Background: an optimization exercise with open tools, aiming at small area and a short achievable clock period. Do not read the settings as production practice.
No activity file was given, so power comes from the tool's default toggle rates.

==> flow/design.v <==
module adder(clk, rst, in_valid, operand_1, operand_2, out_valid, Sum);
input clk;
input rst;
input in_valid;
input [31:0] operand_1;
input [31:0] operand_2;
output out_valid;
output [31:0] Sum;
reg [1:0] valid;
always @(posedge clk)
    if (rst) valid <= 0;
    else valid <= {valid[0:0], in_valid};
assign out_valid = valid[1];
wire [30:0] op2_iw = operand_2[30:0];
wire [31:0] a = operand_1;
wire [30:0] b = op2_iw;
wire [8:0] d12 = {1'b0, a[30:23]} - {1'b0, b[30:23]};
wire [7:0] d21 = b[30:23] - a[30:23];
wire [7:0] cgt = a[30:23] & ~b[30:23];
wire [7:0] ceq = ~(a[30:23] ^ b[30:23]);
wire [3:0] cgt1, ceq1;
wire [1:0] cgt2, ceq2;
genvar ci;
generate for (ci = 0; ci < 4; ci = ci + 1) begin : cmp1
    assign cgt1[ci] = cgt[2*ci+1] | (ceq[2*ci+1] & cgt[2*ci]);
    assign ceq1[ci] = ceq[2*ci+1] & ceq[2*ci];
end endgenerate
generate for (ci = 0; ci < 2; ci = ci + 1) begin : cmp2
    assign cgt2[ci] = cgt1[2*ci+1] | (ceq1[2*ci+1] & cgt1[2*ci]);
    assign ceq2[ci] = ceq1[2*ci+1] & ceq1[2*ci];
end endgenerate
wire ge = cgt2[1] | (ceq2[1] & (cgt2[0] | ceq2[0]));
wire [7:0] dd = ge ? d12[7:0] : d21;
wire [0:0] sgn_aw = a[31];
wire [7:0] emax_aw = ge ? a[30:23] : b[30:23];
wire [22:0] fb_aw = ge ? a[22:0] : b[22:0];
wire [22:0] fs_aw = ge ? b[22:0] : a[22:0];
wire [4:0] sh_aw = dd[4:0];
wire [0:0] shz_aw = (dd[7:5] != 3'd0) || (dd[4:3] == 2'b11);
wire [23:0] x0 = {1'b1, fs_aw};
wire [23:0] x1 = sh_aw[0] ? (x0 >> 1) : x0;
wire [23:0] x2 = sh_aw[1] ? (x1 >> 2) : x1;
reg [0:0] sgn_s2;
reg [7:0] emax_s2;
reg [22:0] fb_s2;
reg [23:0] xs_s2;
reg [4:0] sh_s2;
reg [0:0] shz_s2;
always @(posedge clk) begin
    sgn_s2 <= sgn_aw;
    emax_s2 <= emax_aw;
    fb_s2 <= fb_aw;
    xs_s2 <= x2;
    sh_s2 <= sh_aw;
    shz_s2 <= shz_aw;
end
wire [23:0] xz2 = shz_s2 ? 24'd0 : xs_s2;
wire [23:0] x3 = sh_s2[2] ? (xz2 >> 4) : xz2;
wire [23:0] x4 = sh_s2[3] ? (x3 >> 8) : x3;
wire [23:0] x5 = sh_s2[4] ? (x4 >> 16) : x4;
wire [23:0] sml = x5;
wire [24:0] ms;
madd u_madd(.a({1'b1, fb_s2}), .b(sml), .s(ms));
reg [0:0] sgn_c;
reg [7:0] emax_c;
reg [23:0] ms_c;
always @(posedge clk) begin
    sgn_c <= sgn_s2;
    emax_c <= emax_s2;
    ms_c <= ms[24:1];
end
wire [23:0] msn = ms_c;
wire [7:0] e = emax_c + {7'd0, msn[23]};
wire [22:0] f = msn[23] ? msn[22:0] : {msn[21:0], 1'b0};
wire [31:0] res_dw = {sgn_c, e, f};
assign Sum = res_dw;
endmodule
module madd(a, b, s);
input [23:0] a;
input [23:0] b;
output [24:0] s;
wire [23:0] g0 = a & b;
wire [23:0] p0 = a ^ b;
wire g1_1 = g0[1] | (p0[1] & g0[0]);
wire p1_1 = p0[1] & p0[0];
wire g3_1 = g0[3] | (p0[3] & g0[2]);
wire p3_1 = p0[3] & p0[2];
wire g5_1 = g0[5] | (p0[5] & g0[4]);
wire p5_1 = p0[5] & p0[4];
wire g7_1 = g0[7] | (p0[7] & g0[6]);
wire p7_1 = p0[7] & p0[6];
wire g9_1 = g0[9] | (p0[9] & g0[8]);
wire p9_1 = p0[9] & p0[8];
wire g11_1 = g0[11] | (p0[11] & g0[10]);
wire p11_1 = p0[11] & p0[10];
wire g13_1 = g0[13] | (p0[13] & g0[12]);
wire p13_1 = p0[13] & p0[12];
wire g15_1 = g0[15] | (p0[15] & g0[14]);
wire p15_1 = p0[15] & p0[14];
wire g17_1 = g0[17] | (p0[17] & g0[16]);
wire p17_1 = p0[17] & p0[16];
wire g19_1 = g0[19] | (p0[19] & g0[18]);
wire p19_1 = p0[19] & p0[18];
wire g21_1 = g0[21] | (p0[21] & g0[20]);
wire p21_1 = p0[21] & p0[20];
wire g23_1 = g0[23] | (p0[23] & g0[22]);
wire p23_1 = p0[23] & p0[22];
wire g3_2 = g3_1 | (p3_1 & g1_1);
wire p3_2 = p3_1 & p1_1;
wire g7_2 = g7_1 | (p7_1 & g5_1);
wire p7_2 = p7_1 & p5_1;
wire g11_2 = g11_1 | (p11_1 & g9_1);
wire p11_2 = p11_1 & p9_1;
wire g15_2 = g15_1 | (p15_1 & g13_1);
wire p15_2 = p15_1 & p13_1;
wire g19_2 = g19_1 | (p19_1 & g17_1);
wire p19_2 = p19_1 & p17_1;
wire g23_2 = g23_1 | (p23_1 & g21_1);
wire p23_2 = p23_1 & p21_1;
wire g7_3 = g7_2 | (p7_2 & g3_2);
wire p7_3 = p7_2 & p3_2;
wire g15_3 = g15_2 | (p15_2 & g11_2);
wire p15_3 = p15_2 & p11_2;
wire g23_3 = g23_2 | (p23_2 & g19_2);
wire p23_3 = p23_2 & p19_2;
wire g15_4 = g15_3 | (p15_3 & g7_3);
wire p15_4 = p15_3 & p7_3;
wire g23_4 = g23_3 | (p23_3 & g15_4);
wire p23_4 = p23_3 & p15_4;
wire g11_3 = g11_2 | (p11_2 & g7_3);
wire p11_3 = p11_2 & p7_3;
wire g19_3 = g19_2 | (p19_2 & g15_4);
wire p19_3 = p19_2 & p15_4;
wire g5_2 = g5_1 | (p5_1 & g3_2);
wire p5_2 = p5_1 & p3_2;
wire g9_2 = g9_1 | (p9_1 & g7_3);
wire p9_2 = p9_1 & p7_3;
wire g13_2 = g13_1 | (p13_1 & g11_3);
wire p13_2 = p13_1 & p11_3;
wire g17_2 = g17_1 | (p17_1 & g15_4);
wire p17_2 = p17_1 & p15_4;
wire g21_2 = g21_1 | (p21_1 & g19_3);
wire p21_2 = p21_1 & p19_3;
wire g2_1 = g0[2] | (p0[2] & g1_1);
wire p2_1 = p0[2] & p1_1;
wire g4_1 = g0[4] | (p0[4] & g3_2);
wire p4_1 = p0[4] & p3_2;
wire g6_1 = g0[6] | (p0[6] & g5_2);
wire p6_1 = p0[6] & p5_2;
wire g8_1 = g0[8] | (p0[8] & g7_3);
wire p8_1 = p0[8] & p7_3;
wire g10_1 = g0[10] | (p0[10] & g9_2);
wire p10_1 = p0[10] & p9_2;
wire g12_1 = g0[12] | (p0[12] & g11_3);
wire p12_1 = p0[12] & p11_3;
wire g14_1 = g0[14] | (p0[14] & g13_2);
wire p14_1 = p0[14] & p13_2;
wire g16_1 = g0[16] | (p0[16] & g15_4);
wire p16_1 = p0[16] & p15_4;
wire g18_1 = g0[18] | (p0[18] & g17_2);
wire p18_1 = p0[18] & p17_2;
wire g20_1 = g0[20] | (p0[20] & g19_3);
wire p20_1 = p0[20] & p19_3;
wire g22_1 = g0[22] | (p0[22] & g21_2);
wire p22_1 = p0[22] & p21_2;
assign s[0] = p0[0];
assign s[1] = p0[1] ^ g0[0];
assign s[2] = p0[2] ^ g1_1;
assign s[3] = p0[3] ^ g2_1;
assign s[4] = p0[4] ^ g3_2;
assign s[5] = p0[5] ^ g4_1;
assign s[6] = p0[6] ^ g5_2;
assign s[7] = p0[7] ^ g6_1;
assign s[8] = p0[8] ^ g7_3;
assign s[9] = p0[9] ^ g8_1;
assign s[10] = p0[10] ^ g9_2;
assign s[11] = p0[11] ^ g10_1;
assign s[12] = p0[12] ^ g11_3;
assign s[13] = p0[13] ^ g12_1;
assign s[14] = p0[14] ^ g13_2;
assign s[15] = p0[15] ^ g14_1;
assign s[16] = p0[16] ^ g15_4;
assign s[17] = p0[17] ^ g16_1;
assign s[18] = p0[18] ^ g17_2;
assign s[19] = p0[19] ^ g18_1;
assign s[20] = p0[20] ^ g19_3;
assign s[21] = p0[21] ^ g20_1;
assign s[22] = p0[22] ^ g21_2;
assign s[23] = p0[23] ^ g22_1;
assign s[24] = g23_4;
endmodule
clock: 4.0 ns
lec_check: 0
abc_area: 1
cap_margin: 20
core_margin: 2
core_utilization: 40
cts_buf_list: sky130_fd_sc_hd__clkbuf_4 sky130_fd_sc_hd__clkbuf_8
setup_slack_margin: 1.5
slew_margin: 20
standard.sh (not shown) runs the stock make flow with config.mk's settings and CLKGATE_MAP_FILE= SYNTH_SCRIPT=/design/flow/synth_recipe.tcl, a recipe that flattens the netlist after the stock synthesis.
==> flow/flow/run.sh <==
#!/bin/bash
# Standard layout with two changes:
#  - synthesis leaves the adder logic to ABC instead of first mapping it to
#    the library's full- and half-adder cells (ADDER_MAP_FILE empty); the
#    registers are not affected;
#  - plain buf_1 cells as the port buffers.
export BUFFER_PORTS_ARGS="-buffer_cell sky130_fd_sc_hd__buf_1"
bash standard.sh ADDER_MAP_FILE= finish > standard.log 2>&1
Then changed:
--- a/flow/design.v
+++ b/flow/design.v
@@ -35,40 +35,42 @@
 wire [7:0] emax_aw = ge ? a[30:23] : b[30:23];
 wire [22:0] fb_aw = ge ? a[22:0] : b[22:0];
 wire [22:0] fs_aw = ge ? b[22:0] : a[22:0];
 wire [4:0] sh_aw = dd[4:0];
 wire [0:0] shz_aw = (dd[7:5] != 3'd0) || (dd[4:3] == 2'b11);
-wire [23:0] x0 = {1'b1, fs_aw};
-wire [23:0] x1 = sh_aw[0] ? (x0 >> 1) : x0;
+wire [23:0] pa = {1'b1, a[22:0]} >> d21[0:0];
+wire [23:0] pb = {1'b1, b[22:0]} >> d12[0:0];
+wire [23:0] fsp = ge ? pb : pa;
+wire [23:0] x1 = fsp;
 wire [23:0] x2 = sh_aw[1] ? (x1 >> 2) : x1;
-reg [0:0] sgn_s2;
-reg [7:0] emax_s2;
-reg [22:0] fb_s2;
-reg [23:0] xs_s2;
-reg [4:0] sh_s2;
-reg [0:0] shz_s2;
+wire [23:0] x3 = sh_aw[2] ? (x2 >> 4) : x2;
+reg [0:0] sgn_s3;
+reg [7:0] emax_s3;
+reg [22:0] fb_s3;
+reg [23:0] xs_s3;
+reg [4:0] sh_s3;
+reg [0:0] shz_s3;
 always @(posedge clk) begin
-    sgn_s2 <= sgn_aw;
-    emax_s2 <= emax_aw;
-    fb_s2 <= fb_aw;
-    xs_s2 <= x2;
-    sh_s2 <= sh_aw;
-    shz_s2 <= shz_aw;
+    sgn_s3 <= sgn_aw;
+    emax_s3 <= emax_aw;
+    fb_s3 <= fb_aw;
+    xs_s3 <= x3;
+    sh_s3 <= sh_aw;
+    shz_s3 <= shz_aw;
 end
-wire [23:0] xz2 = shz_s2 ? 24'd0 : xs_s2;
-wire [23:0] x3 = sh_s2[2] ? (xz2 >> 4) : xz2;
-wire [23:0] x4 = sh_s2[3] ? (x3 >> 8) : x3;
-wire [23:0] x5 = sh_s2[4] ? (x4 >> 16) : x4;
+wire [23:0] xz3 = shz_s3 ? 24'd0 : xs_s3;
+wire [23:0] x4 = sh_s3[3] ? (xz3 >> 8) : xz3;
+wire [23:0] x5 = sh_s3[4] ? (x4 >> 16) : x4;
 wire [23:0] sml = x5;
 wire [24:0] ms;
-madd u_madd(.a({1'b1, fb_s2}), .b(sml), .s(ms));
+madd u_madd(.a({1'b1, fb_s3}), .b(sml), .s(ms));
 reg [0:0] sgn_c;
 reg [7:0] emax_c;
 reg [23:0] ms_c;
 always @(posedge clk) begin
-    sgn_c <= sgn_s2;
-    emax_c <= emax_s2;
+    sgn_c <= sgn_s3;
+    emax_c <= emax_s3;
     ms_c <= ms[24:1];
 end
 wire [23:0] msn = ms_c;
 wire [7:0] e = emax_c + {7'd0, msn[23]};
 wire [22:0] f = msn[23] ? msn[22:0] : {msn[21:0], 1'b0};
After rerunning:
- The changed run finished with timing, DRC and antenna clean
- cell area went down by 1.6%
- synthesized area came out higher by 1.1%
- setup slack degrades by 0.044 ns
- utilization falls by 1.0 points
- wire length rises by 0.86%
- die area rises by 1.1%
- worst hold slack improved by 0.0039 ns
- total power fell by 3.7%
- first-iteration DRC count goes up by 21%
- clock-buffer cell count is unchanged
- global-route usage went down by 0.41 points
- final cell count rises by 2.3%
- synthesized cell count is higher by 5.4%
No run of this note included a check of the RTL's function; only the layout flow was run.

[re-timing with driven ports]
The flow's constraints put no driver on any port. The routed layouts listed below were extracted and timed again, unchanged, in two steps. Step 1 (the two cells are an assumption about what drives the block):
set clk [get_ports {clk}]
set_driving_cell -lib_cell sky130_fd_sc_hd__clkbuf_16 $clk
set_driving_cell -lib_cell sky130_fd_sc_hd__buf_2 [delete_from_list [all_inputs] $clk]
Step 2 times the ports against the registers' clock, not the clock port: input delays grow and output delays shrink by t, the midpoint of the rising clock arrivals with the driver on. Three values: ideal, step 1, step 2; two values: the first two.
run	shift t [ns]	slack for setup (ns)	hold WS [ns]	worst setup path after step 2	slew at the worst register clock pin (ns)
the first run	0.395	1.531 / 1.531 / 1.165	0.327 / 0.327 / 0.327	input to register	0.10 / 0.10
the second run	0.394	1.487 / 1.497 / 1.103	0.331 / 0.331 / 0.331	input to register	0.09 / 0.09
After both steps every run listed still meets setup and hold. The setup slack of the second run, which loses most, moves by +0.010 ns with the drivers and by -0.384 ns with both steps.
